What follows belongs to an exercise in optimizing a design on an open flow for small area; a production flow would make more cautious choices. RTL that was checked went through simulation tests only; none was proved equivalent to the original. The RTL of run 2 was laid out without a check of its function.

## flow/run.sh

```bash
#!/bin/bash
# Layout: the standard ORFS flow (standard.sh), with two changes to how
# the layout is built: the clock tree uses sink clusters of up to 20
# flip-flops and no dummy loads, and the port buffers are the smallest
# buffer cell.  Every tool's output stays in orfs/logs; make's own output
# goes to flow_make.log in this folder.
set -euo pipefail
export CTS_ARGS="-sink_clustering_enable -repair_clock_nets -sink_clustering_size 20 -sink_clustering_max_diameter 50 -buf_list {sky130_fd_sc_hd__clkbuf_8} -dont_use_dummy_load"
export BUFFER_PORTS_ARGS="-buffer_cell sky130_fd_sc_hd__buf_1"
bash standard.sh > flow_make.log 2>&1
```

## standard.sh

```bash
#!/bin/bash
# synth_recipe.tcl (not shown) runs the flow's synth.tcl, then flattens the netlist and writes it again
# the make line also repeats each setting of config.mk as NAME=value (left out here)
make -C /OpenROAD-flow-scripts/flow DESIGN_CONFIG=/design/flow/config.mk WORK_HOME=/design/flow/orfs CLKGATE_MAP_FILE= SYNTH_SCRIPT=/design/flow/synth_recipe.tcl "${@:-finish}"
```

## config.mk

```make
export PLATFORM = sky130hd
export DESIGN_NAME = dsp
export DESIGN_NICKNAME = dsp
export VERILOG_FILES = /design/flow/design.v
export SDC_FILE = /design/flow/constraint.sdc
export NUM_CORES = 4
export LEC_CHECK = 0
export CAP_MARGIN = 20
export CORE_MARGIN = 2
export CORE_UTILIZATION = 68
export SLEW_MARGIN = 20
export SYNTH_HIERARCHICAL = 1
```

## constraint.sdc

```tcl
create_clock -name core_clock -period 8.0 [get_ports {clk}]
set_input_delay 1.6000 -clock core_clock [delete_from_list [all_inputs] [get_ports {clk}]]
set_output_delay 1.6000 -clock core_clock [all_outputs]
set_load 0.01 [all_outputs]
```

## design.v

```verilog
module prbs(
            clk,
            rst,
            enable,
            valid,
            bit_out_r,
            bit_out_i
            );
    parameter SEED = 9'h1AA;
    parameter [8:0] MASK_I = 9'b111010101;
    output bit_out_r;
    output bit_out_i;
    input rst;
    input clk;
    input enable;
    input valid;
    reg [8:0] buffer;
    always @(posedge clk or negedge rst) begin
        if (!rst)
            buffer <= SEED;
        else if (enable & valid)
            buffer <= {buffer[0] ^ buffer[4], buffer[8:1]};
    end
    assign bit_out_r = buffer[0];
    assign bit_out_i = ^(buffer & MASK_I);
endmodule
module tx(
          clk,
          rst,
          enable,
          cs,
          started,
          tx_in,
          tx_out
          );
    input clk;
    input rst;
    input enable;
    input [1:0] cs;
    input started;
    input tx_in;
    output [7:0] tx_out;
    reg       pb;        
    reg [5:0] w;         
    always @(posedge clk or negedge rst) begin
        if (!rst) begin
            pb <= 1'b0;
            w <= 6'd0;
        end
        else if (enable) begin
            if (cs == 2'd3)
                pb <= tx_in;
            if (cs == 2'd0)
                w <= {w[4:0], pb};
        end
    end
    wire [1:0] c = cs - 2'd1;
    wire [1:0] s24 = w[2] + w[4];
    wire [1:0] s15 = w[1] + w[5];
    wire [1:0] s23 = w[2] + w[3];
    wire [1:0] s14 = w[1] + w[4];
    wire [1:0] s05 = w[0] + w[5];
    wire [6:0] g0, g2, go;
    tx_fe0 u_f0 (.w3 (w[3]), .s24 (s24), .s15 (s15), .f (g0));
    tx_fe2 u_f2 (.s23 (s23), .s14 (s14), .s05 (s05), .f (g2));
    tx_fo u_fo (.a (c[1] ? w[2] : w[3]), .b (c[1] ? w[3] : w[2]),
                .d (c[1] ? w[1] : w[4]), .e (c[1] ? w[5] : w[0]), .f (go));
    wire [7:0] sum = {c[0] ? go : (c[1] ? g2 : g0), c[0]};
    assign tx_out = started ? sum : 8'd0;
endmodule
module tx_fo(a, b, d, e, f);
    input a;
    input b;
    input d;
    input e;
    output reg [6:0] f;
    always @* begin
        case ({a, b, d, e})
            4'd0: f = 7'h62;
            4'd1: f = 7'h60;
            4'd2: f = 7'h57;
            4'd3: f = 7'h55;
            4'd4: f = 7'h6c;
            4'd5: f = 7'h6a;
            4'd6: f = 7'h61;
            4'd7: f = 7'h5f;
            4'd8: f = 7'h20;
            4'd9: f = 7'h1e;
            4'd10: f = 7'h15;
            4'd11: f = 7'h13;
            4'd12: f = 7'h2a;
            4'd13: f = 7'h28;
            4'd14: f = 7'h1f;
            4'd15: f = 7'h1d;
            default: f = 7'h00;
        endcase
    end
endmodule
module tx_fe0(w3, s24, s15, f);
    input w3;
    input [1:0] s24;
    input [1:0] s15;
    output reg [6:0] f;
    always @* begin
        case ({w3, s24, s15})
            5'd0: f = 7'h61;
            5'd1: f = 7'h63;
            5'd2: f = 7'h65;
            5'd4: f = 7'h5a;
            5'd5: f = 7'h5c;
            5'd6: f = 7'h5e;
            5'd8: f = 7'h53;
            5'd9: f = 7'h55;
            5'd10: f = 7'h57;
            5'd16: f = 7'h29;
            5'd17: f = 7'h2b;
            5'd18: f = 7'h2d;
            5'd20: f = 7'h22;
            5'd21: f = 7'h24;
            5'd22: f = 7'h26;
            5'd24: f = 7'h1b;
            5'd25: f = 7'h1d;
            5'd26: f = 7'h1f;
            default: f = 7'h00;
        endcase
    end
endmodule
module tx_fe2(s23, s14, s05, f);
    input [1:0] s23;
    input [1:0] s14;
    input [1:0] s05;
    output reg [6:0] f;
    always @* begin
        case ({s23, s14, s05})
            6'd0: f = 7'h61;
            6'd1: f = 7'h60;
            6'd2: f = 7'h5f;
            6'd4: f = 7'h5c;
            6'd5: f = 7'h5b;
            6'd6: f = 7'h5a;
            6'd8: f = 7'h57;
            6'd9: f = 7'h56;
            6'd10: f = 7'h55;
            6'd16: f = 7'h06;
            6'd17: f = 7'h05;
            6'd18: f = 7'h04;
            6'd20: f = 7'h01;
            6'd21: f = 7'h00;
            6'd22: f = 7'h7f;
            6'd24: f = 7'h7c;
            6'd25: f = 7'h7b;
            6'd26: f = 7'h7a;
            6'd32: f = 7'h2b;
            6'd33: f = 7'h2a;
            6'd34: f = 7'h29;
            6'd36: f = 7'h26;
            6'd37: f = 7'h25;
            6'd38: f = 7'h24;
            6'd40: f = 7'h21;
            6'd41: f = 7'h20;
            6'd42: f = 7'h1f;
            default: f = 7'h00;
        endcase
    end
endmodule
module rx(
          clk,
          rst,
          enable,
          rx_in,
          sample,
          rx_out,
          rx_bit_out
          );
    input clk;
    input rst;
    input enable;
    input signed [7:0] rx_in;
    input sample;        
    output reg [7:0] rx_out;
    output reg rx_bit_out;
    reg [8*24-1:0] xl;
    wire [7:0] u0 = {~xl[7], xl[6:0]};
    wire [7:0] u1 = {~xl[15], xl[14:8]};
    wire [7:0] u2 = {~xl[23], xl[22:16]};
    wire [7:0] u3 = {~xl[31], xl[30:24]};
    wire [7:0] u4 = {~xl[39], xl[38:32]};
    wire [7:0] u5 = {~xl[47], xl[46:40]};
    wire [7:0] u6 = {~xl[55], xl[54:48]};
    wire [7:0] u7 = {~xl[63], xl[62:56]};
    wire [7:0] u8 = {~xl[71], xl[70:64]};
    wire [7:0] u9 = {~xl[79], xl[78:72]};
    wire [7:0] u10 = {~xl[87], xl[86:80]};
    wire [7:0] u11 = {~xl[95], xl[94:88]};
    wire [7:0] u12 = {~xl[103], xl[102:96]};
    wire [7:0] u13 = {~xl[111], xl[110:104]};
    wire [7:0] u14 = {~xl[119], xl[118:112]};
    wire [7:0] u15 = {~xl[127], xl[126:120]};
    wire [7:0] u16 = {~xl[135], xl[134:128]};
    wire [7:0] u17 = {~xl[143], xl[142:136]};
    wire [7:0] u18 = {~xl[151], xl[150:144]};
    wire [7:0] u19 = {~xl[159], xl[158:152]};
    wire [7:0] u20 = {~xl[167], xl[166:160]};
    wire [7:0] u21 = {~xl[175], xl[174:168]};
    wire [7:0] u22 = {~xl[183], xl[182:176]};
    wire [7:0] u23 = {~xl[191], xl[190:184]};
    wire [8:0] p6;
    wire [7:0] p6_c;
    rx_ha u_p6_0 (.a(u6[0]), .b(u18[0]), .s(p6[0]), .co(p6_c[0]));
    rx_fa u_p6_1 (.a(u6[1]), .b(u18[1]), .c(p6_c[0]), .s(p6[1]), .co(p6_c[1]));
    rx_fa u_p6_2 (.a(u6[2]), .b(u18[2]), .c(p6_c[1]), .s(p6[2]), .co(p6_c[2]));
    rx_fa u_p6_3 (.a(u6[3]), .b(u18[3]), .c(p6_c[2]), .s(p6[3]), .co(p6_c[3]));
    rx_fa u_p6_4 (.a(u6[4]), .b(u18[4]), .c(p6_c[3]), .s(p6[4]), .co(p6_c[4]));
    rx_fa u_p6_5 (.a(u6[5]), .b(u18[5]), .c(p6_c[4]), .s(p6[5]), .co(p6_c[5]));
    rx_fa u_p6_6 (.a(u6[6]), .b(u18[6]), .c(p6_c[5]), .s(p6[6]), .co(p6_c[6]));
    rx_fa u_p6_7 (.a(u6[7]), .b(u18[7]), .c(p6_c[6]), .s(p6[7]), .co(p6_c[7]));
    assign p6[8] = p6_c[7];
    wire [8:0] p7;
    wire [7:0] p7_c;
    rx_ha u_p7_0 (.a(u7[0]), .b(u17[0]), .s(p7[0]), .co(p7_c[0]));
    rx_fa u_p7_1 (.a(u7[1]), .b(u17[1]), .c(p7_c[0]), .s(p7[1]), .co(p7_c[1]));
    rx_fa u_p7_2 (.a(u7[2]), .b(u17[2]), .c(p7_c[1]), .s(p7[2]), .co(p7_c[2]));
    rx_fa u_p7_3 (.a(u7[3]), .b(u17[3]), .c(p7_c[2]), .s(p7[3]), .co(p7_c[3]));
    rx_fa u_p7_4 (.a(u7[4]), .b(u17[4]), .c(p7_c[3]), .s(p7[4]), .co(p7_c[4]));
    rx_fa u_p7_5 (.a(u7[5]), .b(u17[5]), .c(p7_c[4]), .s(p7[5]), .co(p7_c[5]));
    rx_fa u_p7_6 (.a(u7[6]), .b(u17[6]), .c(p7_c[5]), .s(p7[6]), .co(p7_c[6]));
    rx_fa u_p7_7 (.a(u7[7]), .b(u17[7]), .c(p7_c[6]), .s(p7[7]), .co(p7_c[7]));
    assign p7[8] = p7_c[7];
    wire [8:0] p8;
    wire [7:0] p8_c;
    rx_ha u_p8_0 (.a(u8[0]), .b(u16[0]), .s(p8[0]), .co(p8_c[0]));
    rx_fa u_p8_1 (.a(u8[1]), .b(u16[1]), .c(p8_c[0]), .s(p8[1]), .co(p8_c[1]));
    rx_fa u_p8_2 (.a(u8[2]), .b(u16[2]), .c(p8_c[1]), .s(p8[2]), .co(p8_c[2]));
    rx_fa u_p8_3 (.a(u8[3]), .b(u16[3]), .c(p8_c[2]), .s(p8[3]), .co(p8_c[3]));
    rx_fa u_p8_4 (.a(u8[4]), .b(u16[4]), .c(p8_c[3]), .s(p8[4]), .co(p8_c[4]));
    rx_fa u_p8_5 (.a(u8[5]), .b(u16[5]), .c(p8_c[4]), .s(p8[5]), .co(p8_c[5]));
    rx_fa u_p8_6 (.a(u8[6]), .b(u16[6]), .c(p8_c[5]), .s(p8[6]), .co(p8_c[6]));
    rx_fa u_p8_7 (.a(u8[7]), .b(u16[7]), .c(p8_c[6]), .s(p8[7]), .co(p8_c[7]));
    assign p8[8] = p8_c[7];
    wire [8:0] p9;
    wire [7:0] p9_c;
    rx_ha u_p9_0 (.a(u9[0]), .b(u15[0]), .s(p9[0]), .co(p9_c[0]));
    rx_fa u_p9_1 (.a(u9[1]), .b(u15[1]), .c(p9_c[0]), .s(p9[1]), .co(p9_c[1]));
    rx_fa u_p9_2 (.a(u9[2]), .b(u15[2]), .c(p9_c[1]), .s(p9[2]), .co(p9_c[2]));
    rx_fa u_p9_3 (.a(u9[3]), .b(u15[3]), .c(p9_c[2]), .s(p9[3]), .co(p9_c[3]));
    rx_fa u_p9_4 (.a(u9[4]), .b(u15[4]), .c(p9_c[3]), .s(p9[4]), .co(p9_c[4]));
    rx_fa u_p9_5 (.a(u9[5]), .b(u15[5]), .c(p9_c[4]), .s(p9[5]), .co(p9_c[5]));
    rx_fa u_p9_6 (.a(u9[6]), .b(u15[6]), .c(p9_c[5]), .s(p9[6]), .co(p9_c[6]));
    rx_fa u_p9_7 (.a(u9[7]), .b(u15[7]), .c(p9_c[6]), .s(p9[7]), .co(p9_c[7]));
    assign p9[8] = p9_c[7];
    wire [8:0] p10;
    wire [7:0] p10_c;
    rx_ha u_p10_0 (.a(u10[0]), .b(u14[0]), .s(p10[0]), .co(p10_c[0]));
    rx_fa u_p10_1 (.a(u10[1]), .b(u14[1]), .c(p10_c[0]), .s(p10[1]), .co(p10_c[1]));
    rx_fa u_p10_2 (.a(u10[2]), .b(u14[2]), .c(p10_c[1]), .s(p10[2]), .co(p10_c[2]));
    rx_fa u_p10_3 (.a(u10[3]), .b(u14[3]), .c(p10_c[2]), .s(p10[3]), .co(p10_c[3]));
    rx_fa u_p10_4 (.a(u10[4]), .b(u14[4]), .c(p10_c[3]), .s(p10[4]), .co(p10_c[4]));
    rx_fa u_p10_5 (.a(u10[5]), .b(u14[5]), .c(p10_c[4]), .s(p10[5]), .co(p10_c[5]));
    rx_fa u_p10_6 (.a(u10[6]), .b(u14[6]), .c(p10_c[5]), .s(p10[6]), .co(p10_c[6]));
    rx_fa u_p10_7 (.a(u10[7]), .b(u14[7]), .c(p10_c[6]), .s(p10[7]), .co(p10_c[7]));
    assign p10[8] = p10_c[7];
    wire [8:0] p11;
    wire [7:0] p11_c;
    rx_ha u_p11_0 (.a(u11[0]), .b(u13[0]), .s(p11[0]), .co(p11_c[0]));
    rx_fa u_p11_1 (.a(u11[1]), .b(u13[1]), .c(p11_c[0]), .s(p11[1]), .co(p11_c[1]));
    rx_fa u_p11_2 (.a(u11[2]), .b(u13[2]), .c(p11_c[1]), .s(p11[2]), .co(p11_c[2]));
    rx_fa u_p11_3 (.a(u11[3]), .b(u13[3]), .c(p11_c[2]), .s(p11[3]), .co(p11_c[3]));
    rx_fa u_p11_4 (.a(u11[4]), .b(u13[4]), .c(p11_c[3]), .s(p11[4]), .co(p11_c[4]));
    rx_fa u_p11_5 (.a(u11[5]), .b(u13[5]), .c(p11_c[4]), .s(p11[5]), .co(p11_c[5]));
    rx_fa u_p11_6 (.a(u11[6]), .b(u13[6]), .c(p11_c[5]), .s(p11[6]), .co(p11_c[6]));
    rx_fa u_p11_7 (.a(u11[7]), .b(u13[7]), .c(p11_c[6]), .s(p11[7]), .co(p11_c[7]));
    assign p11[8] = p11_c[7];
    wire s1, c2;
    rx_fa u_s1 (.a(1'b1), .b(~u22[0]), .c(~u2[0]), .s(s1), .co(c2));
    wire s3, c4;
    rx_fa u_s3 (.a(p10[0]), .b(p7[0]), .c(p8[0]), .s(s3), .co(c4));
    wire s5, c6;
    rx_fa u_s5 (.a(~p6[0]), .b(s1), .c(s3), .s(s5), .co(c6));
    wire s7, c8;
    rx_fa u_s7 (.a(u20[0]), .b(u4[0]), .c(~u1[0]), .s(s7), .co(c8));
    wire s9, c10;
    rx_fa u_s9 (.a(~u22[1]), .b(~u23[0]), .c(~u2[1]), .s(s9), .co(c10));
    wire s11, c12;
    rx_fa u_s11 (.a(p9[0]), .b(~p11[0]), .c(c2), .s(s11), .co(c12));
    wire s13, c14;
    rx_fa u_s13 (.a(s7), .b(s9), .c(p10[1]), .s(s13), .co(c14));
    wire s15, c16;
    rx_fa u_s15 (.a(p7[1]), .b(p8[1]), .c(c4), .s(s15), .co(c16));
    wire s17, c18;
    rx_fa u_s17 (.a(~p6[1]), .b(s11), .c(s13), .s(s17), .co(c18));
    wire s19, c20;
    rx_fa u_s19 (.a(c6), .b(s15), .c(s17), .s(s19), .co(c20));
    wire s21, c22;
    rx_fa u_s21 (.a(1'b1), .b(u20[1]), .c(u4[1]), .s(s21), .co(c22));
    wire s23, c24;
    rx_fa u_s23 (.a(~u1[1]), .b(~u22[2]), .c(~u23[1]), .s(s23), .co(c24));
    wire s25, c26;
    rx_fa u_s25 (.a(~u2[2]), .b(p10[0]), .c(p7[0]), .s(s25), .co(c26));
    wire s27, c28;
    rx_fa u_s27 (.a(~p6[0]), .b(c10), .c(c8), .s(s27), .co(c28));
    wire s29, c30;
    rx_fa u_s29 (.a(s21), .b(s23), .c(p9[1]), .s(s29), .co(c30));
    wire s31, c32;
    rx_fa u_s31 (.a(~p11[1]), .b(s25), .c(c12), .s(s31), .co(c32));
    wire s33, c34;
    rx_fa u_s33 (.a(s27), .b(p10[2]), .c(p7[2]), .s(s33), .co(c34));
    wire s35, c36;
    rx_fa u_s35 (.a(p8[2]), .b(c14), .c(~p6[2]), .s(s35), .co(c36));
    wire s37, c38;
    rx_fa u_s37 (.a(c16), .b(s29), .c(s31), .s(s37), .co(c38));
    wire s39, c40;
    rx_fa u_s39 (.a(s33), .b(c18), .c(s35), .s(s39), .co(c40));
    wire s41, c42;
    rx_fa u_s41 (.a(s37), .b(c20), .c(s39), .s(s41), .co(c42));
    wire s43, c44;
    rx_fa u_s43 (.a(u12[0]), .b(u20[2]), .c(u4[2]), .s(s43), .co(c44));
    wire s45, c46;
    rx_fa u_s45 (.a(~u1[2]), .b(~u22[3]), .c(~u23[2]), .s(s45), .co(c46));
    wire s47, c48;
    rx_fa u_s47 (.a(~u2[3]), .b(p9[0]), .c(~p8[0]), .s(s47), .co(c48));
    wire s49, c50;
    rx_fa u_s49 (.a(c22), .b(c24), .c(s43), .s(s49), .co(c50));
    wire s51, c52;
    rx_fa u_s51 (.a(s45), .b(p10[1]), .c(p7[1]), .s(s51), .co(c52));
    wire s53, c54;
    rx_fa u_s53 (.a(c26), .b(~p6[1]), .c(s47), .s(s53), .co(c54));
    wire s55, c56;
    rx_fa u_s55 (.a(c28), .b(s49), .c(p9[2]), .s(s55), .co(c56));
    wire s57, c58;
    rx_fa u_s57 (.a(c30), .b(~p11[2]), .c(s51), .s(s57), .co(c58));
    wire s59, c60;
    rx_fa u_s59 (.a(s53), .b(c32), .c(p10[3]), .s(s59), .co(c60));
    wire s61, c62;
    rx_fa u_s61 (.a(p7[3]), .b(p8[3]), .c(c34), .s(s61), .co(c62));
    wire s63, c64;
    rx_fa u_s63 (.a(~p6[3]), .b(c36), .c(s55), .s(s63), .co(c64));
    wire s65, c66;
    rx_fa u_s65 (.a(s57), .b(c38), .c(s59), .s(s65), .co(c66));
    wire s67, c68;
    rx_fa u_s67 (.a(s61), .b(c40), .c(s63), .s(s67), .co(c68));
    wire s69, c70;
    rx_fa u_s69 (.a(s65), .b(c42), .c(s67), .s(s69), .co(c70));
    wire s71, c72;
    rx_fa u_s71 (.a(u12[1]), .b(u20[3]), .c(u4[3]), .s(s71), .co(c72));
    wire s73, c74;
    rx_fa u_s73 (.a(~u1[3]), .b(~u22[4]), .c(~u23[3]), .s(s73), .co(c74));
    wire s75, c76;
    rx_fa u_s75 (.a(~u2[4]), .b(~p7[0]), .c(c44), .s(s75), .co(c76));
    wire s77, c78;
    rx_fa u_s77 (.a(c46), .b(s71), .c(s73), .s(s77), .co(c78));
    wire s79, c80;
    rx_fa u_s79 (.a(p9[1]), .b(~p8[1]), .c(c48), .s(s79), .co(c80));
    wire s81, c82;
    rx_fa u_s81 (.a(c50), .b(s75), .c(s77), .s(s81), .co(c82));
    wire s83, c84;
    rx_fa u_s83 (.a(p10[2]), .b(p7[2]), .c(c52), .s(s83), .co(c84));
    wire s85, c86;
    rx_fa u_s85 (.a(~p6[2]), .b(c54), .c(s79), .s(s85), .co(c86));
    wire s87, c88;
    rx_fa u_s87 (.a(p9[3]), .b(c56), .c(s81), .s(s87), .co(c88));
    wire s89, c90;
    rx_fa u_s89 (.a(~p11[3]), .b(c58), .c(s83), .s(s89), .co(c90));
    wire s91, c92;
    rx_fa u_s91 (.a(s85), .b(p10[4]), .c(p7[4]), .s(s91), .co(c92));
    wire s93, c94;
    rx_fa u_s93 (.a(p8[4]), .b(~p6[4]), .c(c60), .s(s93), .co(c94));
    wire s95, c96;
    rx_fa u_s95 (.a(c62), .b(c64), .c(s87), .s(s95), .co(c96));
    wire s97, c98;
    rx_fa u_s97 (.a(s89), .b(s91), .c(c66), .s(s97), .co(c98));
    wire s99, c100;
    rx_fa u_s99 (.a(s93), .b(s95), .c(c68), .s(s99), .co(c100));
    wire s101, c102;
    rx_fa u_s101 (.a(s97), .b(c70), .c(s99), .s(s101), .co(c102));
    wire s103, c104;
    rx_fa u_s103 (.a(1'b1), .b(u12[2]), .c(u20[4]), .s(s103), .co(c104));
    wire s105, c106;
    rx_fa u_s105 (.a(u4[4]), .b(~u1[4]), .c(~u22[5]), .s(s105), .co(c106));
    wire s107, c108;
    rx_fa u_s107 (.a(~u23[4]), .b(~u2[5]), .c(p10[0]), .s(s107), .co(c108));
    wire s109, c110;
    rx_fa u_s109 (.a(c72), .b(c74), .c(s103), .s(s109), .co(c110));
    wire s111, c112;
    rx_fa u_s111 (.a(s105), .b(~p7[1]), .c(s107), .s(s111), .co(c112));
    wire s113, c114;
    rx_fa u_s113 (.a(c76), .b(c78), .c(s109), .s(s113), .co(c114));
    wire s115, c116;
    rx_fa u_s115 (.a(p9[2]), .b(~p8[2]), .c(c80), .s(s115), .co(c116));
    wire s117, c118;
    rx_fa u_s117 (.a(s111), .b(c82), .c(p10[3]), .s(s117), .co(c118));
    wire s119, c120;
    rx_fa u_s119 (.a(p7[3]), .b(s113), .c(~p6[3]), .s(s119), .co(c120));
    wire s121, c122;
    rx_fa u_s121 (.a(c84), .b(s115), .c(c86), .s(s121), .co(c122));
    wire s123, c124;
    rx_fa u_s123 (.a(p9[4]), .b(~p11[4]), .c(c88), .s(s123), .co(c124));
    wire s125, c126;
    rx_fa u_s125 (.a(s117), .b(s119), .c(c90), .s(s125), .co(c126));
    wire s127, c128;
    rx_fa u_s127 (.a(s121), .b(p10[5]), .c(p7[5]), .s(s127), .co(c128));
    wire s129, c130;
    rx_fa u_s129 (.a(p8[5]), .b(~p6[5]), .c(c92), .s(s129), .co(c130));
    wire s131, c132;
    rx_fa u_s131 (.a(c94), .b(c96), .c(s123), .s(s131), .co(c132));
    wire s133, c134;
    rx_fa u_s133 (.a(s125), .b(s127), .c(s129), .s(s133), .co(c134));
    wire s135, c136;
    rx_fa u_s135 (.a(c98), .b(s131), .c(c100), .s(s135), .co(c136));
    wire s137, c138;
    rx_fa u_s137 (.a(s133), .b(c102), .c(s135), .s(s137), .co(c138));
    wire s139, c140;
    rx_fa u_s139 (.a(u12[0]), .b(u12[3]), .c(u20[5]), .s(s139), .co(c140));
    wire s141, c142;
    rx_fa u_s141 (.a(u4[5]), .b(~u1[5]), .c(~u22[6]), .s(s141), .co(c142));
    wire s143, c144;
    rx_fa u_s143 (.a(~u23[5]), .b(~u2[6]), .c(p11[0]), .s(s143), .co(c144));
    wire s145, c146;
    rx_fa u_s145 (.a(c104), .b(c106), .c(s139), .s(s145), .co(c146));
    wire s147, c148;
    rx_fa u_s147 (.a(s141), .b(p10[1]), .c(c108), .s(s147), .co(c148));
    wire s149, c150;
    rx_fa u_s149 (.a(s143), .b(c110), .c(s145), .s(s149), .co(c150));
    wire s151, c152;
    rx_fa u_s151 (.a(~p7[2]), .b(c112), .c(s147), .s(s151), .co(c152));
    wire s153, c154;
    rx_fa u_s153 (.a(c114), .b(p9[3]), .c(s149), .s(s153), .co(c154));
    wire s155, c156;
    rx_fa u_s155 (.a(~p8[3]), .b(c116), .c(s151), .s(s155), .co(c156));
    wire s157, c158;
    rx_fa u_s157 (.a(p10[4]), .b(p7[4]), .c(~p6[4]), .s(s157), .co(c158));
    wire s159, c160;
    rx_fa u_s159 (.a(c118), .b(c120), .c(s153), .s(s159), .co(c160));
    wire s161, c162;
    rx_fa u_s161 (.a(c122), .b(s155), .c(p9[5]), .s(s161), .co(c162));
    wire s163, c164;
    rx_fa u_s163 (.a(~p11[5]), .b(s157), .c(c124), .s(s163), .co(c164));
    wire s165, c166;
    rx_fa u_s165 (.a(s159), .b(c126), .c(p10[6]), .s(s165), .co(c166));
    wire s167, c168;
    rx_fa u_s167 (.a(p7[6]), .b(p8[6]), .c(c128), .s(s167), .co(c168));
    wire s169, c170;
    rx_fa u_s169 (.a(~p6[6]), .b(s161), .c(c130), .s(s169), .co(c170));
    wire s171, c172;
    rx_fa u_s171 (.a(c132), .b(s163), .c(s165), .s(s171), .co(c172));
    wire s173, c174;
    rx_fa u_s173 (.a(s167), .b(c134), .c(s169), .s(s173), .co(c174));
    wire s175, c176;
    rx_fa u_s175 (.a(c136), .b(s171), .c(s173), .s(s175), .co(c176));
    wire s177, c178;
    rx_fa u_s177 (.a(u12[1]), .b(u12[4]), .c(u20[6]), .s(s177), .co(c178));
    wire s179, c180;
    rx_fa u_s179 (.a(u4[6]), .b(~u1[6]), .c(~u22[7]), .s(s179), .co(c180));
    wire s181, c182;
    rx_fa u_s181 (.a(~u23[6]), .b(~u2[7]), .c(c140), .s(s181), .co(c182));
    wire s183, c184;
    rx_fa u_s183 (.a(c142), .b(s177), .c(s179), .s(s183), .co(c184));
    wire s185, c186;
    rx_fa u_s185 (.a(p11[1]), .b(c144), .c(c146), .s(s185), .co(c186));
    wire s187, c188;
    rx_fa u_s187 (.a(s181), .b(s183), .c(p10[2]), .s(s187), .co(c188));
    wire s189, c190;
    rx_fa u_s189 (.a(c148), .b(c150), .c(s185), .s(s189), .co(c190));
    wire s191, c192;
    rx_fa u_s191 (.a(~p7[3]), .b(s187), .c(c152), .s(s191), .co(c192));
    wire s193, c194;
    rx_fa u_s193 (.a(p9[4]), .b(s189), .c(~p8[4]), .s(s193), .co(c194));
    wire s195, c196;
    rx_fa u_s195 (.a(c154), .b(c156), .c(s191), .s(s195), .co(c196));
    wire s197, c198;
    rx_fa u_s197 (.a(p10[5]), .b(p7[5]), .c(~p6[5]), .s(s197), .co(c198));
    wire s199, c200;
    rx_fa u_s199 (.a(c158), .b(s193), .c(c160), .s(s199), .co(c200));
    wire s201, c202;
    rx_fa u_s201 (.a(s195), .b(p9[6]), .c(c162), .s(s201), .co(c202));
    wire s203, c204;
    rx_fa u_s203 (.a(~p11[6]), .b(s197), .c(c164), .s(s203), .co(c204));
    wire s205, c206;
    rx_fa u_s205 (.a(s199), .b(p10[7]), .c(p7[7]), .s(s205), .co(c206));
    wire s207, c208;
    rx_fa u_s207 (.a(p8[7]), .b(~p6[7]), .c(c166), .s(s207), .co(c208));
    wire s209, c210;
    rx_fa u_s209 (.a(c168), .b(s201), .c(c170), .s(s209), .co(c210));
    wire s211, c212;
    rx_fa u_s211 (.a(s203), .b(s205), .c(c172), .s(s211), .co(c212));
    wire s213, c214;
    rx_fa u_s213 (.a(s207), .b(c174), .c(s209), .s(s213), .co(c214));
    wire s215, c216;
    rx_fa u_s215 (.a(s211), .b(c176), .c(s213), .s(s215), .co(c216));
    wire s217, c218;
    rx_fa u_s217 (.a(1'b1), .b(u12[2]), .c(u12[5]), .s(s217), .co(c218));
    wire s219, c220;
    rx_fa u_s219 (.a(u20[7]), .b(u4[7]), .c(~u1[7]), .s(s219), .co(c220));
    wire s221, c222;
    rx_fa u_s221 (.a(~u23[7]), .b(c178), .c(c180), .s(s221), .co(c222));
    wire s223, c224;
    rx_fa u_s223 (.a(s217), .b(s219), .c(c182), .s(s223), .co(c224));
    wire s225, c226;
    rx_fa u_s225 (.a(c184), .b(s221), .c(p11[2]), .s(s225), .co(c226));
    wire s227, c228;
    rx_fa u_s227 (.a(c186), .b(s223), .c(p10[3]), .s(s227), .co(c228));
    wire s229, c230;
    rx_fa u_s229 (.a(c188), .b(s225), .c(c190), .s(s229), .co(c230));
    wire s231, c232;
    rx_fa u_s231 (.a(~p7[4]), .b(s227), .c(c192), .s(s231), .co(c232));
    wire s233, c234;
    rx_fa u_s233 (.a(p9[5]), .b(~p8[5]), .c(c194), .s(s233), .co(c234));
    wire s235, c236;
    rx_fa u_s235 (.a(s229), .b(c196), .c(s231), .s(s235), .co(c236));
    wire s237, c238;
    rx_fa u_s237 (.a(p10[6]), .b(p7[6]), .c(~p6[6]), .s(s237), .co(c238));
    wire s239, c240;
    rx_fa u_s239 (.a(c198), .b(s233), .c(c200), .s(s239), .co(c240));
    wire s241, c242;
    rx_fa u_s241 (.a(p9[7]), .b(s235), .c(~p11[7]), .s(s241), .co(c242));
    wire s243, c244;
    rx_fa u_s243 (.a(c202), .b(s237), .c(c204), .s(s243), .co(c244));
    wire s245, c246;
    rx_fa u_s245 (.a(s239), .b(p10[8]), .c(p7[8]), .s(s245), .co(c246));
    wire s247, c248;
    rx_fa u_s247 (.a(p8[8]), .b(~p6[8]), .c(c206), .s(s247), .co(c248));
    wire s249, c250;
    rx_fa u_s249 (.a(c208), .b(s241), .c(c210), .s(s249), .co(c250));
    wire s251, c252;
    rx_fa u_s251 (.a(s243), .b(s245), .c(s247), .s(s251), .co(c252));
    wire s253, c254;
    rx_fa u_s253 (.a(c212), .b(c214), .c(s249), .s(s253), .co(c254));
    wire s255, c256;
    rx_fa u_s255 (.a(s251), .b(c216), .c(s253), .s(s255), .co(c256));
    wire s257, c258;
    rx_fa u_s257 (.a(1'b1), .b(u12[3]), .c(u12[6]), .s(s257), .co(c258));
    wire s259, c260;
    rx_fa u_s259 (.a(c218), .b(c220), .c(s257), .s(s259), .co(c260));
    wire s261, c262;
    rx_fa u_s261 (.a(c222), .b(s259), .c(c224), .s(s261), .co(c262));
    wire s263, c264;
    rx_fa u_s263 (.a(p11[3]), .b(c226), .c(s261), .s(s263), .co(c264));
    wire s265, c266;
    rx_fa u_s265 (.a(p10[4]), .b(c228), .c(~p7[5]), .s(s265), .co(c266));
    wire s267, c268;
    rx_fa u_s267 (.a(c230), .b(s263), .c(c232), .s(s267), .co(c268));
    wire s269, c270;
    rx_fa u_s269 (.a(p9[6]), .b(~p8[6]), .c(s265), .s(s269), .co(c270));
    wire s271, c272;
    rx_fa u_s271 (.a(c234), .b(c236), .c(p10[7]), .s(s271), .co(c272));
    wire s273, c274;
    rx_fa u_s273 (.a(p7[7]), .b(s267), .c(~p6[7]), .s(s273), .co(c274));
    wire s275, c276;
    rx_fa u_s275 (.a(c238), .b(s269), .c(c240), .s(s275), .co(c276));
    wire s277, c278;
    rx_fa u_s277 (.a(p9[8]), .b(~p11[8]), .c(c242), .s(s277), .co(c278));
    wire s279, c280;
    rx_fa u_s279 (.a(s271), .b(s273), .c(c244), .s(s279), .co(c280));
    wire s281, c282;
    rx_fa u_s281 (.a(s275), .b(c246), .c(c248), .s(s281), .co(c282));
    wire s283, c284;
    rx_fa u_s283 (.a(s277), .b(c250), .c(s279), .s(s283), .co(c284));
    wire s285, c286;
    rx_fa u_s285 (.a(c252), .b(s281), .c(c254), .s(s285), .co(c286));
    wire s287, c288;
    rx_fa u_s287 (.a(s283), .b(c256), .c(s285), .s(s287), .co(c288));
    wire s289, c290;
    rx_fa u_s289 (.a(u12[4]), .b(u12[7]), .c(c258), .s(s289), .co(c290));
    wire s291, c292;
    rx_fa u_s291 (.a(c260), .b(s289), .c(c262), .s(s291), .co(c292));
    wire s293, c294;
    rx_fa u_s293 (.a(p11[4]), .b(p10[5]), .c(s291), .s(s293), .co(c294));
    wire s295, c296;
    rx_fa u_s295 (.a(c264), .b(~p7[6]), .c(c266), .s(s295), .co(c296));
    wire s297, c298;
    rx_fa u_s297 (.a(s293), .b(c268), .c(p9[7]), .s(s297), .co(c298));
    wire s299, c300;
    rx_fa u_s299 (.a(~p8[7]), .b(c270), .c(s295), .s(s299), .co(c300));
    wire s301, c302;
    rx_fa u_s301 (.a(p10[8]), .b(p7[8]), .c(~p6[8]), .s(s301), .co(c302));
    wire s303, c304;
    rx_fa u_s303 (.a(c272), .b(c274), .c(s297), .s(s303), .co(c304));
    wire s305, c306;
    rx_fa u_s305 (.a(c276), .b(s299), .c(c278), .s(s305), .co(c306));
    wire s307, c308;
    rx_fa u_s307 (.a(s301), .b(s303), .c(c280), .s(s307), .co(c308));
    wire s309, c310;
    rx_fa u_s309 (.a(c282), .b(s305), .c(c284), .s(s309), .co(c310));
    wire s311, c312;
    rx_fa u_s311 (.a(s307), .b(c286), .c(s309), .s(s311), .co(c312));
    wire s313, c314;
    rx_fa u_s313 (.a(u12[5]), .b(c290), .c(c292), .s(s313), .co(c314));
    wire s315, c316;
    rx_fa u_s315 (.a(p11[5]), .b(p10[6]), .c(c294), .s(s315), .co(c316));
    wire s317, c318;
    rx_fa u_s317 (.a(s313), .b(~p7[7]), .c(c296), .s(s317), .co(c318));
    wire s319, c320;
    rx_fa u_s319 (.a(s315), .b(p9[8]), .c(~p8[8]), .s(s319), .co(c320));
    wire s321, c322;
    rx_fa u_s321 (.a(c298), .b(c300), .c(s317), .s(s321), .co(c322));
    wire s323, c324;
    rx_fa u_s323 (.a(c302), .b(c304), .c(s319), .s(s323), .co(c324));
    wire s325, c326;
    rx_fa u_s325 (.a(s321), .b(c306), .c(s323), .s(s325), .co(c326));
    wire s327, c328;
    rx_fa u_s327 (.a(c308), .b(s325), .c(c310), .s(s327), .co(c328));
    wire s329, c330;
    rx_fa u_s329 (.a(u12[6]), .b(c314), .c(p11[6]), .s(s329), .co(c330));
    wire s331, c332;
    rx_fa u_s331 (.a(p10[7]), .b(c316), .c(s329), .s(s331), .co(c332));
    wire s333, c334;
    rx_fa u_s333 (.a(~p7[8]), .b(c318), .c(s331), .s(s333), .co(c334));
    wire s335, c336;
    rx_fa u_s335 (.a(c320), .b(c322), .c(s333), .s(s335), .co(c336));
    wire s337, c338;
    rx_fa u_s337 (.a(c324), .b(s335), .c(c326), .s(s337), .co(c338));
    wire s339, c340;
    rx_fa u_s339 (.a(u12[7]), .b(p11[7]), .c(c330), .s(s339), .co(c340));
    wire s341, c342;
    rx_fa u_s341 (.a(p10[8]), .b(c332), .c(s339), .s(s341), .co(c342));
    wire s343, c344;
    rx_fa u_s343 (.a(s341), .b(c334), .c(c336), .s(s343), .co(c344));
    wire s345, c346;
    rx_fa u_s345 (.a(1'b1), .b(p11[8]), .c(c340), .s(s345), .co(c346));
    wire s347, c348;
    rx_fa u_s347 (.a(c342), .b(s345), .c(c344), .s(s347), .co(c348));
    wire [15:0] ra = {c346, s347, c338, c328, c312, c288, s287, s255, s215, c138, s137, s101, s69, s41, s19, s5};
    wire [15:0] rb = {c348, 1'b0, s343, s337, s327, s311, 1'b0, 1'b0, 1'b0, s175, 1'b0, 1'b0, 1'b0, 1'b0, 1'b0, 1'b0};
    wire [15:0] s = ra + rb;
    wire sat = (s[15:14] != {2{s[15]}});
    wire [7:0] sat_out = sat ? (s[15] ? 8'h80 : 8'h7f) : s[14:7];
    always @(posedge clk or negedge rst) begin
        if (!rst) begin
            xl <= {8*24{1'b0}};
            rx_out <= 8'd0;
            rx_bit_out <= 1'b0;
        end
        else if (enable) begin
            xl <= {xl[8*23-1:0], rx_in};
            rx_out <= sat_out;
            if (sample)
                rx_bit_out <= ~s[15];
        end
    end
endmodule
module rx_fa(a, b, c, s, co);
    input a, b, c;
    output s, co;
    assign s = a ^ b ^ c;
    assign co = (a & b) | (a & c) | (b & c);
endmodule
module rx_ha(a, b, s, co);
    input a, b;
    output s, co;
    assign s = a ^ b;
    assign co = a & b;
endmodule
module ber(
           clk,
           rst,
           enable,
           valid,
           t,
           sx_r,
           dx_r,
           sx_i,
           dx_i,
           error_count_r,
           error_count_i,
           bit_count
           );
    parameter SEQ_LEN = 1022;
    parameter R = 32;                   
    localparam AW = $clog2(SEQ_LEN);    
    localparam RB = $clog2(R);          
    localparam CB = RB - 2;             
    localparam NC = 1 << CB;
    localparam NG = 1 << (AW - CB - RB);
    localparam NR = NG * NC;            
    input clk;
    input rst;
    input enable;
    input valid;
    input [RB-1:0] t;       
    input sx_r;
    input dx_r;
    input sx_i;
    input dx_i;
    output [63:0] error_count_r;
    output [63:0] error_count_i;
    output [63:0] bit_count;
    reg [AW-1:0] shift;
    reg [AW-1:0] wl;
    reg adapt;
    wire step = enable & valid;
    localparam integer NAD = SEQ_LEN * (SEQ_LEN + 1) + 1;
    localparam [AW-1:0] WL0 = (1 << AW) - (NAD % (1 << AW));
    reg [63-AW:0] bc_hi;
    wire [63-AW:0] bc_hi_inc;
    ber_inc #(.W (64 - AW)) inc_bc (.q (bc_hi), .inc (step & ~adapt & (&wl)), .d (bc_hi_inc));
    assign bit_count = {bc_hi, adapt ? {AW{1'b0}} : wl};
    wire [AW-1:0] counter = wl - WL0 - (SEQ_LEN + 1) * shift;
    wire counter_full = (counter == SEQ_LEN);
    wire end_adapt = (shift == SEQ_LEN);
    wire adapt_next = adapt & ~end_adapt;
    wire [AW-1:0] shift_next = shift + (adapt & counter_full);
    wire [AW-1:0] wl_next = wl + 1'b1;
    always @(posedge clk or negedge rst) begin
        if (!rst)
            bc_hi <= {64-AW{1'b0}};
        else
            bc_hi <= bc_hi_inc;
    end
    always @(posedge clk or negedge rst) begin
        if (!rst) begin
            shift <= {AW{1'b0}};
            wl <= WL0;
            adapt <= 1'b1;
        end
        else if (step) begin
            wl <= wl_next;
            if (adapt) begin
                if (counter_full)
                    shift <= shift + 1'b1;
                if (end_adapt)
                    adapt <= 1'b0;
            end
        end
    end
    wire [AW-CB-1:0] blk0 = wl[AW-1:CB];
    wire [AW-CB-1:0] blk1 = wl[AW-1:CB] - 1'b1;
    wire pass0 = (blk0[RB-1:0] == ~t);
    wire pass1 = (blk1[RB-1:0] == ~t);
    wire [NR-1:0] we;
    genvar gg, cc_;
    generate
        for (gg = 0; gg < NG; gg = gg + 1) begin : g_we_g
            for (cc_ = 0; cc_ < NC; cc_ = cc_ + 1) begin : g_we_c
                wire older = (cc_ > wl[CB-1:0]);
                assign we[gg*NC + cc_] = older ? (pass1 & (blk1[AW-CB-1:RB] == gg))
                                               : (pass0 & (blk0[AW-CB-1:RB] == gg));
            end
        end
    endgenerate
    ber_lane #(.SEQ_LEN(SEQ_LEN), .R(R)) lane_r (
        .clk (clk), .rst (rst), .step (step), .t (t), .adapt (adapt),
        .shift (shift), .counter_full (counter_full), .end_adapt (end_adapt),
        .wl_next (wl_next), .adapt_next (adapt_next), .shift_next (shift_next),
        .wl (wl), .we (we), .sx (sx_r), .dx (dx_r), .error_count (error_count_r));
    ber_lane #(.SEQ_LEN(SEQ_LEN), .R(R)) lane_i (
        .clk (clk), .rst (rst), .step (step), .t (t), .adapt (adapt),
        .shift (shift), .counter_full (counter_full), .end_adapt (end_adapt),
        .wl_next (wl_next), .adapt_next (adapt_next), .shift_next (shift_next),
        .wl (wl), .we (we), .sx (sx_i), .dx (dx_i), .error_count (error_count_i));
endmodule
module ber_lane(
                clk,
                rst,
                step,
                t,
                adapt,
                shift,
                counter_full,
                end_adapt,
                wl_next,
                adapt_next,
                shift_next,
                wl,
                we,
                sx,
                dx,
                error_count
                );
    parameter SEQ_LEN = 1022;
    parameter R = 32;
    localparam AW = $clog2(SEQ_LEN);
    localparam RB = $clog2(R);
    localparam CB = RB - 2;
    localparam NC = 1 << CB;
    localparam NG = 1 << (AW - CB - RB);
    localparam NR = NG * NC;
    input clk;
    input rst;
    input step;
    input [RB-1:0] t;
    input adapt;
    input [AW-1:0] shift;
    input counter_full;
    input end_adapt;
    input [AW-1:0] wl_next;
    input adapt_next;
    input [AW-1:0] shift_next;
    input [AW-1:0] wl;
    input [NR-1:0] we;
    input sx;
    input dx;
    output reg [63:0] error_count;
    reg [R*NR-1:0] q;
    reg [NC-1:0] wd_n;      
    reg wd_c0;
    wire [NC-1:0] wd;
    reg rd;
    reg [AW-1:0] min_error_count;
    reg [AW-1:0] min_shift;
    integer i;
    always @(posedge clk) begin
        for (i = 0; i < NR; i = i + 1)
            q[R*i +: R] <= {q[R*i +: R-1], we[i] ? wd[i % NC] : q[R*i+R-1]};
    end
    wire [AW-1:0] s = adapt ? shift : min_shift;
    wire [AW-1:0] s_next = adapt_next ? shift_next : min_shift;
    reg [AW-1:0] a;
    always @(posedge clk) begin
        if (step)
            a <= wl_next - s_next;
    end
    wire [CB-1:0] ac = a[CB-1:0];
    wire [RB-1:0] am = a[CB+RB-1:CB];
    wire [AW-CB-RB-1:0] ag = a[AW-1:CB+RB];
    wire [RB-1:0] pos = am + t;                
    wire rpass = (pos[1:0] == 2'b11);          
    localparam NP = R / 4;
    wire [NR*NP-1:0] rq;
    genvar k, j;
    generate
        for (k = 0; k < NR; k = k + 1) begin : g_rq
            for (j = 0; j < NP; j = j + 1) begin : g_rqj
                assign rq[k*NP + j] = q[R*k + 4*j + 3];
            end
        end
    endgenerate
    wire rq_sel;
    ber_sel #(.N (NR*NP)) sel_rq (.d (rq), .s ({ag, ac, pos[RB-1:2]}), .y (rq_sel));
    always @(posedge clk) begin
        if (rpass)
            rd <= rq_sel;
    end
    wire bit_d = (s < NC) ? wd[wl[CB-1:0] - s[CB-1:0]] : (rpass ? rq_sel : rd);
    wire e = bit_d ^ dx;
    wire [AW-1:0] ec_lo = error_count[AW-1:0];
    wire clr = step & adapt & (counter_full | end_adapt);
    wire inc = step & e & ~(adapt & counter_full);
    wire [63:0] ec_inc;
    ber_inc #(.W (64)) inc_ec (.q (error_count), .inc (inc), .d (ec_inc));
    always @(posedge clk or negedge rst) begin
        if (!rst)
            error_count <= 64'd0;
        else begin
            error_count[AW-1:0] <= clr ? {AW{1'b0}} : ec_inc[AW-1:0];
            error_count[63:AW] <= ec_inc[63:AW];
        end
    end
    wire [AW-1:0] wn = wl + 1'b1;
    localparam integer NAD = SEQ_LEN * (SEQ_LEN + 1) + 1;
    localparam integer C0 = ((1 << AW) - (NAD % (1 << AW))) % NC;
    genvar g;
    generate
        for (g = 0; g < NC; g = g + 1) begin : g_wd
            if (g == C0) begin : g_r
                assign wd[g] = wd_c0;
            end
            else begin : g_n
                assign wd[g] = wd_n[g];
            end
        end
    endgenerate
    always @(posedge clk or negedge rst) begin
        if (!rst) begin
            wd_c0 <= 1'b0;
            min_error_count <= {AW{1'b1}};
        end
        else if (step) begin
            if (wn[CB-1:0] == C0)
                wd_c0 <= sx;
            if (adapt & counter_full & (ec_lo < min_error_count))
                min_error_count <= ec_lo;
        end
    end
    always @(posedge clk) begin
        if (step) begin
            for (i = 0; i < NC; i = i + 1)
                if (i != C0 && wn[CB-1:0] == i)
                    wd_n[i] <= sx;
            if (adapt & counter_full & (ec_lo < min_error_count))
                min_shift <= shift;
        end
    end
endmodule
module ber_inc(q, inc, d);
    parameter W = 64;
    localparam NB = (W + 7) / 8;
    input [W-1:0] q;
    input inc;
    output [W-1:0] d;
    wire [8*NB-1:0] qx = {{8*NB-W{1'b0}}, q};
    wire [8*NB-1:0] dx;
    wire [NB-1:0] all1;      
    wire [NB:0] below;       
    wire [8*NB:0] c;
    assign below[0] = 1'b1;
    genvar b, i;
    generate
        for (b = 0; b < NB; b = b + 1) begin : g_blk
            assign all1[b] = &qx[8*b +: 8];
            assign below[b+1] = below[b] & all1[b];
            assign c[8*b] = inc & below[b];
            for (i = 0; i < 8; i = i + 1) begin : g_bit
                assign dx[8*b+i] = qx[8*b+i] ^ c[8*b+i];
                if (i < 7) begin : g_c
                    assign c[8*b+i+1] = c[8*b+i] & qx[8*b+i];
                end
            end
        end
    endgenerate
    assign d = dx[W-1:0];
endmodule
module ber_sel(d, s, y);
    parameter N = 256;
    localparam SB = $clog2(N);
    input [N-1:0] d;
    input [SB-1:0] s;
    output y;
    generate
        if (N == 4) begin : g_leaf4
            ber_mux4 m (.d (d), .s (s), .y (y));
        end
        else if (N == 2) begin : g_leaf2
            assign y = s[0] ? d[1] : d[0];
        end
        else begin : g_node
            wire [3:0] part;
            genvar i;
            for (i = 0; i < 4; i = i + 1) begin : g_part
                ber_sel #(.N (N / 4)) sub (.d (d[i*(N/4) +: N/4]), .s (s[SB-3:0]), .y (part[i]));
            end
            ber_mux4 m (.d (part), .s (s[SB-1:SB-2]), .y (y));
        end
    endgenerate
endmodule
module ber_mux4(d, s, y);
    input [3:0] d;
    input [1:0] s;
    output y;
    assign y = s[1] ? (s[0] ? d[3] : d[2]) : (s[0] ? d[1] : d[0]);
endmodule
module dsp(
           rst,
           clk,
           i_enable_tx,
           i_enable_rx,
           i_enable_ber,
           i_phase,
           o_error_count_r,
           o_error_count_i,
           o_bit_count_r,
           o_bit_count_i,
           o_tx,
           o_rx,
           o_led
           );
    input rst;
    input clk;
    input i_enable_tx;
    input i_enable_rx;
    input i_enable_ber;
    input [1:0] i_phase;
    output [63:0] o_error_count_r;
    output [63:0] o_error_count_i;
    output [63:0] o_bit_count_r;
    output [63:0] o_bit_count_i;
    output [15:0] o_tx;
    output [15:0] o_rx;
    output [3:0] o_led;
    wire prbs_out_r;
    wire [7:0] tx_out_r;
    wire [7:0] rx_out_r;
    wire rx_bit_out_r;
    wire prbs_out_i;
    wire [7:0] tx_out_i;
    wire [7:0] rx_out_i;
    wire rx_bit_out_i;
    wire [63:0] bit_count;
    reg [4:0] clk_counter;      
    reg [1:0] phase;
    reg ber_rst;
    reg enable_tx;
    reg enable_rx;
    reg [1:0] tx_cs;        
    reg tx_started;         
    reg [1:0] rx_cc;        
    wire valid = (clk_counter[1:0] == 2'd1);
    assign o_led[0] = enable_tx;
    assign o_led[1] = enable_rx;
    assign o_led[2] = 1'b0;
    assign o_led[3] = ~((|o_error_count_r) | (|o_error_count_i));
    assign o_tx = {tx_out_r, tx_out_i};
    assign o_rx = {rx_out_r, rx_out_i};
    assign o_bit_count_r = bit_count;
    assign o_bit_count_i = bit_count;
    always @(posedge clk or negedge rst) begin
        if (!rst) begin
            clk_counter <= 5'd0;
            phase <= 2'd0;
            ber_rst <= 1'b0;
            enable_tx <= 1'b0;
            enable_rx <= 1'b0;
            tx_cs <= 2'd0;
            tx_started <= 1'b0;
            rx_cc <= 2'd0;
        end
        else begin
            clk_counter <= clk_counter + 5'd1;
            phase <= i_phase;
            enable_tx <= i_enable_tx;
            enable_rx <= i_enable_rx;
            ber_rst <= !((i_phase != phase) || (!enable_rx && i_enable_rx));
            if (enable_tx) begin
                tx_cs <= tx_cs + 2'd1;
                tx_started <= 1'b1;
            end
            if (enable_rx)
                rx_cc <= rx_cc + 2'd1;
        end
    end
    prbs #(.SEED (9'h1AA), .MASK_I (9'b111010101)) prbs0 (
        .clk (clk), .rst (rst), .enable (enable_tx), .valid (valid),
        .bit_out_r (prbs_out_r), .bit_out_i (prbs_out_i));
    tx tx_r (
        .clk (clk), .rst (rst), .enable (enable_tx), .cs (tx_cs), .started (tx_started), .tx_in (prbs_out_r),
        .tx_out (tx_out_r));
    tx tx_i (
        .clk (clk), .rst (rst), .enable (enable_tx), .cs (tx_cs), .started (tx_started), .tx_in (prbs_out_i),
        .tx_out (tx_out_i));
    rx rx_r (
        .clk (clk), .rst (rst), .enable (enable_rx), .rx_in (tx_out_r),
        .sample (rx_cc == phase), .rx_out (rx_out_r), .rx_bit_out (rx_bit_out_r));
    rx rx_i (
        .clk (clk), .rst (rst), .enable (enable_rx), .rx_in (tx_out_i),
        .sample (rx_cc == phase), .rx_out (rx_out_i), .rx_bit_out (rx_bit_out_i));
    ber ber0 (
        .clk (clk), .rst (ber_rst), .enable (i_enable_ber), .valid (valid),
        .t (clk_counter),
        .sx_r (prbs_out_r), .dx_r (rx_bit_out_r),
        .sx_i (prbs_out_i), .dx_i (rx_bit_out_i),
        .error_count_r (o_error_count_r), .error_count_i (o_error_count_i),
        .bit_count (bit_count));
endmodule
```

==> results.yml, run 1 <==
global_routing:
  antenna_found_initial: 6
  grt.total_usage_pct: 24.6
  overflow: 0
  grt_pass1_vias: 45477
  grt_start_max_net_pins: 236
  grt_pass1_wl_um: 258000
timing:
  period_share_pct: 95.9
  tightest_slew_ns: 1.11
  period_minus_slack_ns: 7.67
  maxSlewViolCount: 0
  rsz0062_at_grt: "false"
  fmax_mhz: 130
  clock_skew_ns: 0.129
  relSlewSlack_pct: 25.3
  setup_tns_ns: 0
  setup_violations: 0
  setup_ws_ns: 0.328
  hold_viol_final: 0
drt:
  vias: 43643
  ant_nets: 0
  firstDrtPassIters: 7
  via_per_inst: 5.49
  drtIter0Drc: 2374
  routed_wl_um: 162000
  drc: 0
  wl_per_cell_um: 20.4
logic_synthesis:
  synthTopCellsByArea: "dfxtp_1 (45%), dfrtp_1 (17%), fa_1 (9.7%)"
  synth_area_per_cell_um2: 15.6
  ys_ff_latch: 2769
  synthMostInstantiatedCell: "dfxtp_1"
  yosys-top-cells-count: "dfxtp_1 (2,050), dfrtp_1 (630), fa_1 (440)"
  synth.top_cell.area_share_pct: 45.2
  ys_types: 100
  synth_edf_count: 54
  ys.flop_type: "dfxtp_1"
  yosys.area.top_type: "dfxtp_1"
  synthCells: 5824
  yosysSeqAreaShare_pct: 65.4
  syn_area_um2: 90700
  ys_async_sr_fraction_pct: 24.0
  ys_warn_count: 15
worst_setup_path:
  r2r_setup_slack_ns: 0.33
  path_max_fanout: 6
  cp.required_ns: 8.72
  startpoint_type: "flop"
  rr_worst_depth: 19
  cp.arrival_ns: 8.39
  end_kind: "flop"
  path_class: "flop to flop"
  reg2reg_from: "rx_r.xl[120]$_DFFE_PN0P_"
  r2r-end: "rx_r.rx_bit_out$_DFFE_PN0P_"
floorplanning:
  fp-row-count: 134
  dieWidth_um: 369
  die_h_um: 369
  io_pins: 299
  die_area_um2: 136000
  core_um2: 133000
  start_util_pct: 68.2
worst_hold_path:
  hp-start: "ber0.lane_r.q[154]$_DFF_P_"
  hold_path_class: "flop to flop"
  worstHoldEndpoint: "ber0.lane_r.q[155]$_DFF_P_"
  hold_depth: 0
clock_tree:
  clock-sinks: 2769
  clk_latency_ns: 0.96
  path_clk_slew_ns: 0.11
  cts_root_buf: "clkbuf_8"
  cts_hold_buf: 0
  clk_path_buf_depth: 3
  post_cts_buffers: 0
  cts_tree: "built"
  cts_buffers: 188
  post_cts_resized: 0
  h-tree-depth: 4
place:
  place_hpwl_um: 115000
  io_buffers: 297
  gp_congestion: 0.890
  place_ws_ns: 0.207
final_layout:
  synthToLayoutAreaGrowth_pct: 6.10
  drive_gt1_share_pct: 15.0
  nFillCells: 8690
  multi_input_area_um2: 29500
  ff_latch_area_um2: 59400
  fin_nets: 6928
flow_run:
  maxCapViolCount: 0
status:
  outcome: "finished clean"
cells by family after synthesis:
| family | Yosys count | share of synthesized area, % |
|---|---|---|
| AOI/OAI and AO/OA | 411 | 3.10 |
| xor gates and xnor gates | 134 | 1.34 |
| adders and majority gates | 744 | 13.9 |
| buffers and inverters | 449 | 2.32 |
| DFF | 2769 | 65.4 |
| muxes | 623 | 9.84 |
| other | 3 | 0.0124 |
| and+or+nand+nor | 691 | 4.05 |
registers in the layout (all words and copies together), names as in the netlist, 9 cells and up:
register and count:
ber0.lane_i.min_shift 10, rx_r.xl 192, ber0.lane_i.a 10, prbs0.buffer 9
ber0.lane_r.min_error_count 10, ber0.shift 10, ber0.lane_r.a 10, ber0.lane_i.error_count 64
ber0.lane_r.error_count 64, rx_i.xl 192, ber0.lane_r.min_shift 10, ber0.wl 10
ber0.bc_hi 54, ber0.lane_i.min_error_count 10, ber0.lane_i.q 1024, ber0.lane_r.q 1024
worst max path at each step:
stage,from,to,slack [ns]
final,rx_r.xl[120]$_DFFE_PN0P_,rx_r.rx_bit_out$_DFFE_PN0P_,0.33
after global routing,rx_r.xl[120]$_DFFE_PN0P_,rx_r.rx_out[6]$_DFFE_PN0P_,0.005
after CTS,rx_r.xl[120]$_DFFE_PN0P_,rx_r.rx_out[6]$_DFFE_PN0P_,0.15
after detailed placement,rx_i.xl[56]$_DFFE_PN0P_,rx_i.rx_out[5]$_DFFE_PN0P_,0.21
after global placement,rx_r.xl[72]$_DFFE_PN0P_,rx_r.rx_out[6]$_DFFE_PN0P_,0.36
after floorplan,clk_counter[0]$_DFF_PN0_,ber0.lane_i.error_count[47]$_DFF_PN0_,0.10
metrics by stage:
| stage | utilization, % | area, um2 | hold WS [ns] | std cells |
|---|---|---|---|---|
| 3_5_place_dp | 70.3 | 93500 | 0.312 | 7755 |
| 4_1_cts | 72.3 | 96100 | 0.247 | 7943 |
| 5_1_grt | 72.4 | 96200 | 0.261 | 7944 |
| 3_3_place_gp | 70.3 | 93500 | 0.309 | 7755 |
| 6_report | 72.4 | 96200 | 0.269 | 7944 |
| 2_1_floorplan | - | 90800 | 0.310 | 5834 |
critical path, stage by stage (launching register included):
cell     delay (ns)
dfrtp_1        0.41
ha_1           0.20
fa_1           0.41
fa_1           0.40
fa_1           0.39
fa_1           0.42
fa_1           0.39
fa_1           0.42
fa_1           0.58
fa_1           0.45
fa_1           0.43
fa_1           0.54
fa_1           0.45
fa_1           0.48
ha_2           0.42
nand4_2        0.19
nor3_4         0.27
nor3_1         0.11
or2_1          0.26
mux2_2         0.27
modules after synthesis, one instance, submodules excluded, excerpt:
module  cells inside  flops+latches
tx_fe0            21              0
tx_fe2            64              0
rx_fa              1              0
rx_ha              1              0
ber              396             75
dsp              150             15
rx               629            201
tx_fo             30              0
layer usage:
metal	part of all wire, %	track usage [%]	wire length (um)
met2	46	38.1	75300
met4	2.7	7.47	4430
met5	0	0	0
met1	46	35.8	74600
met3	4.8	4.61	7710
area by class of cell:
type                       instances  share of cell area, %
antenna                            1                0.00260
clock buffer                     188                   2.69
inverter                         262                   1.02
multi-input combinational       2616                   30.7
sequential                      2769                   61.7
tap                             1768                   2.30
timing repair buffer             340                   1.64
cells in the final DEF, fill, tap and decap left out, types with 17 or more instances in the layout:
cell type  count
inv_1        252
dfxtp_1     2050
mux2i_1       43
dfrtp_1      628
edfxtp_1      54
nand2b_1      21
nor4_1        40
xor2_1        60
nor3_1        32
nand2_1      182
o21ai_0      127
a21oi_1       55
nor2b_1       19
fa_1         440
nand3_1       88
o21ai_1       17
nand4_1       72
a221oi_1      22
dfstp_2       35
mux2_2       402
clkbuf_8     188
ha_1         300
buf_4         32
o2111ai_1     20
buf_1        296
mux4_2       174
nor2_1       106
and3_1        28
o31ai_1       36
xnor2_1       64
and2_1        28
==> inputs of run 2 (changes only) <==
--- a/design.v
+++ b/design.v
@@ -129,39 +129,8 @@
     input [1:0] s23;
     input [1:0] s14;
     input [1:0] s05;
-    output reg [6:0] f;
-    always @* begin
-        case ({s23, s14, s05})
-            6'd0: f = 7'h61;
-            6'd1: f = 7'h60;
-            6'd2: f = 7'h5f;
-            6'd4: f = 7'h5c;
-            6'd5: f = 7'h5b;
-            6'd6: f = 7'h5a;
-            6'd8: f = 7'h57;
-            6'd9: f = 7'h56;
-            6'd10: f = 7'h55;
-            6'd16: f = 7'h06;
-            6'd17: f = 7'h05;
-            6'd18: f = 7'h04;
-            6'd20: f = 7'h01;
-            6'd21: f = 7'h00;
-            6'd22: f = 7'h7f;
-            6'd24: f = 7'h7c;
-            6'd25: f = 7'h7b;
-            6'd26: f = 7'h7a;
-            6'd32: f = 7'h2b;
-            6'd33: f = 7'h2a;
-            6'd34: f = 7'h29;
-            6'd36: f = 7'h26;
-            6'd37: f = 7'h25;
-            6'd38: f = 7'h24;
-            6'd40: f = 7'h21;
-            6'd41: f = 7'h20;
-            6'd42: f = 7'h1f;
-            default: f = 7'h00;
-        endcase
-    end
+    output [6:0] f;
+    assign f = 7'd37 * s23 - 7'd5 * s14 - s05 - 7'd31;
 endmodule
 module rx(
           clk,
==> flow/run.sh (replaced) <==
#!/bin/bash
# Layout: the standard ORFS flow (standard.sh), with two changes to how
# the layout is built: the clock tree uses sink clusters of up to 18
# flip-flops and no dummy loads, and the port buffers are the smallest
# buffer cell.  Every tool's output stays in orfs/logs; make's own output
# goes to flow_make.log in this folder.
set -euo pipefail
export CTS_ARGS="-sink_clustering_enable -repair_clock_nets -sink_clustering_size 18 -sink_clustering_max_diameter 50 -buf_list {sky130_fd_sc_hd__clkbuf_8} -dont_use_dummy_load"
export BUFFER_PORTS_ARGS="-buffer_cell sky130_fd_sc_hd__buf_1"
bash standard.sh > flow_make.log 2>&1
==> run 2 against run 1 <==
Compared with the run above: still clean; area after synthesis shrank 0.25%; clock skew decreased by 0.0026 ns; fmax down 0.67%; utilization up 0.57 points; worst hold slack worse by 0.023 ns; clock-buffer cell count up 11.
==> results.yml, run 2 <==
drt:
  drc: 0
  via_per_inst: 5.48
  ant_nets: 0
  wl_per_cell_um: 20.5
  vias: 43190
  drtIter0Drc: 2720
  firstDrtPassIters: 5
  routed_wl_um: 162000
timing:
  fmax_mhz: 129
  holdWs_ns: 0.246
  hold_viol_final: 0
  clock_skew_ns: 0.126
  setup_violations: 0
  period_minus_slack_ns: 7.72
  setup_tns_ns: 0
  period_share_pct: 96.6
  maxSlewViolCount: 0
  relSlewSlack_pct: 23.2
  rsz0062_at_grt: "true"
  tightest_slew_ns: 1.15
global_routing:
  overflow: 0
  grt_start_max_net_pins: 241
  grt_pass1_wl_um: 258000
  grt.total_usage_pct: 24.7
  grt_pass1_vias: 45472
  antenna_found_initial: 8
final_layout:
  synthToLayoutAreaGrowth_pct: 6.27
  layout_commonest_cell: "dfxtp_1"
  fin_nets: 6886
  drive_gt1_share_pct: 15.2
  layout.cells.most_common_list: "dfxtp_1 (2,050), dfrtp_1 (628), fa_1 (446)"
  nFillCells: 8526
  final_core_util_pct: 73.0
  top_regs: "ber0.lane_i.q: 1024 flops, ber0.lane_r.q: 1024 flops"
worst_setup_path:
  startpoint_type: "flop"
  path_max_fanout: 6
  end_kind: "flop"
  cp.arrival_ns: 8.44
  cp.required_ns: 8.72
  path_class: "flop to flop"
clock_tree:
  clk_path_buf_depth: 3
  clk_latency_ns: 0.93
  cts_tree: "built"
  cts_hold_buf: 0
  cts_buffers: 199
  clock-sinks: 2769
  h-tree-depth: 4
  cts_root_buf: "clkbuf_8"
  path_clk_slew_ns: 0.10
  post_cts_buffers: 0
logic_synthesis:
  synthTopCellsByArea: "dfxtp_1 (45%), dfrtp_1 (17%), fa_1 (9.9%)"
  synth-compound-area-share_pct: 2.51
  ys_types: 89
  yosysSeqAreaShare_pct: 65.6
  synth.top_cell.area_share_pct: 45.4
  ys.flop_type: "dfxtp_1"
  synth_top_family_by_area: "adder cells"
  synthMostInstantiatedCell: "dfxtp_1"
  synthCells: 5745
  synthMuxAreaShare_pct: 10.2
  yosys-top-cells-count: "dfxtp_1 (2,050), dfrtp_1 (630), fa_1 (446)"
  synth_edf_count: 54
  ys_warn_count: 14
  yosys.area_share.xor_xnor_pct: 1.39
  synth_area_per_cell_um2: 15.7
  syn_area_um2: 90500
  synth_adder_area_share_pct: 14.2
  ys_async_sr_fraction_pct: 24.0
  synth-simple-area-share_pct: 3.74
  ys_ff_latch: 2769
  yosys.area.top_type: "dfxtp_1"
place:
  place_hpwl_um: 117000
  gp_congestion: 0.880
  io_buffers: 297
worst_hold_path:
  hold_path_class: "flop to flop"
floorplanning:
  core_um2: 132000
  start_util_pct: 68.7
  die_h_um: 369
  io_pins: 299
  die_area_um2: 136000
  dieWidth_um: 369
  fp-row-count: 133
flow_run:
  maxCapViolCount: 0
status:
  outcome: "finished clean"
[run 2: cell types whose count changed after synthesis, sizes merged, moves of 8 or more]
cell,before,now
clkbuf,60,51
mux2i,43,74
o31ai,36,5
nand2,185,150
o21ai,146,135
inv,259,277
nand4,75,55
ha,304,314
and4,5,17
xnor2,69,77
[run 2: worst max-delay path: stages (launching register included)]
cell and delay [ns]:
dfrtp_1 0.40, ha_1 0.21, fa_1 0.43, fa_1 0.40
fa_1 0.40, fa_1 0.41, fa_1 0.40, fa_1 0.41
fa_1 0.57, fa_1 0.45, fa_1 0.42, fa_1 0.53
fa_1 0.44, fa_1 0.47, ha_1 0.44, nand4_2 0.21
nor3_2 0.36, nor3_1 0.14, or2_1 0.24, mux2_2 0.26
[run 2: area by class of cell]
type,instances,area (um2),area share [%]
sequential,2769,59400,61.7
multi-input combinational,2530,29200,30.4
clock buffer,199,2740,2.85
tap,1755,2200,2.28
timing repair buffer,342,1610,1.67
inverter,277,1040,1.08
antenna,5,12.5,0.0130
[run 2: worst paths after layout]
kind / from / end / slack (ns) / cells past startpoint
max in group asynchronous: rst / rx_i.xl[111]$_DFFE_PN0P_ / 5.39 / 3
worst max register to register: rx_r.xl[120]$_DFFE_PN0P_ / rx_r.rx_bit_out$_DFFE_PN0P_ / 0.28 / 19
worst max-delay path: rx_r.xl[120]$_DFFE_PN0P_ / rx_r.rx_bit_out$_DFFE_PN0P_ / 0.28 / 19
worst min-delay path: ber0.lane_r.q[697]$_DFF_P_ / ber0.lane_r.q[698]$_DFF_P_ / 0.25 / 0
min in group asynchronous: ber_rst$_DFF_PN0_ / ber0.lane_r.wd_c0$_DFFE_PN0P_ / 0.30 / 0
worst min register to register: ber0.lane_r.q[697]$_DFF_P_ / ber0.lane_r.q[698]$_DFF_P_ / 0.25 / 0
[run 2: per-layer routing]
metal | vias to the layer above | share of wire, % | GRT usage (%) | wire length, um
met5 | - | 0.0080 | 0 | 13
met4 | 2 | 2.6 | 6.68 | 4140
met3 | 286 | 4.4 | 4.09 | 7080
met2 | 930 | 47 | 38.4 | 75500
met1 | 21927 | 46 | 36.4 | 75100
li1 | 20045 | - | - | -
[run 2: metrics by stage]
stage                     setup slack, ns  cell area [um2]  std cells
final                               0.276            96100       7877
after global placement              0.280            93300       7672
after CTS                           0.208            96000       7871
after detailed placement            0.206            93300       7672
after global routing               -0.121            96100       7875
after floorplan                     0.230            90600       5755
[run 2: modules after synthesis, one instance, submodules excluded, a selection]
| module | area (um2) | times used |
|---|---|---|
| dsp | 1330 | 1 |
| tx | 569 | 2 |
| rx_ha | 12.5 | 12 |
| tx_fe2 | 315 | 2 |
| tx_fo | 221 | 2 |
| ber | 4000 | 1 |
| ber_mux4 | 22.5 | 170 |
[run 2: cells by family after synthesis]
| group | count (synthesis) |
|---|---|
| other | 3 |
| AND/OR/NAND/NOR | 625 |
| buffers and inverters | 456 |
| adder cells (fa/ha/maj) | 760 |
| XOR/XNOR | 142 |
| flip-flops | 2769 |
| AO/OA/AOI/OAI | 337 |
| multiplexers | 653 |
[run 2: timing repair]
item | in CTS | in global routing
hold endpoints to repair | 0 | 0
gates resized for setup | 0 | 10
endpoints found under the setup margin | 0 | 10

## port drivers added, routing unchanged
Ports are ideal in the flow. The routed layouts listed here were re-timed in OpenROAD. Step 1 (the two cells are an assumption about what drives the block):
set clk [get_ports {clk}]
set_driving_cell -lib_cell sky130_fd_sc_hd__clkbuf_16 $clk
set_driving_cell -lib_cell sky130_fd_sc_hd__buf_2 [delete_from_list [all_inputs] $clk]
Step 2 also shifts input and output timing later by t, the mid clock arrival at the registers, as if the neighbouring blocks saw the same clock. a / b / c = ideal / step 1 / step 2; a / b = the first two.
| run | shift t [ns] | slack for setup (ns) | worst setup path at the end | worst data-port slew with drivers (ns) |
|---|---|---|---|---|
| run 1 | 0.960 | 0.328 / 0.328 / 0.328 | register to register | 0.05 |
| run 2 | 0.957 | 0.276 / 0.276 / 0.276 | register to register | 0.16 |
After both steps setup and hold are still met in every run listed.
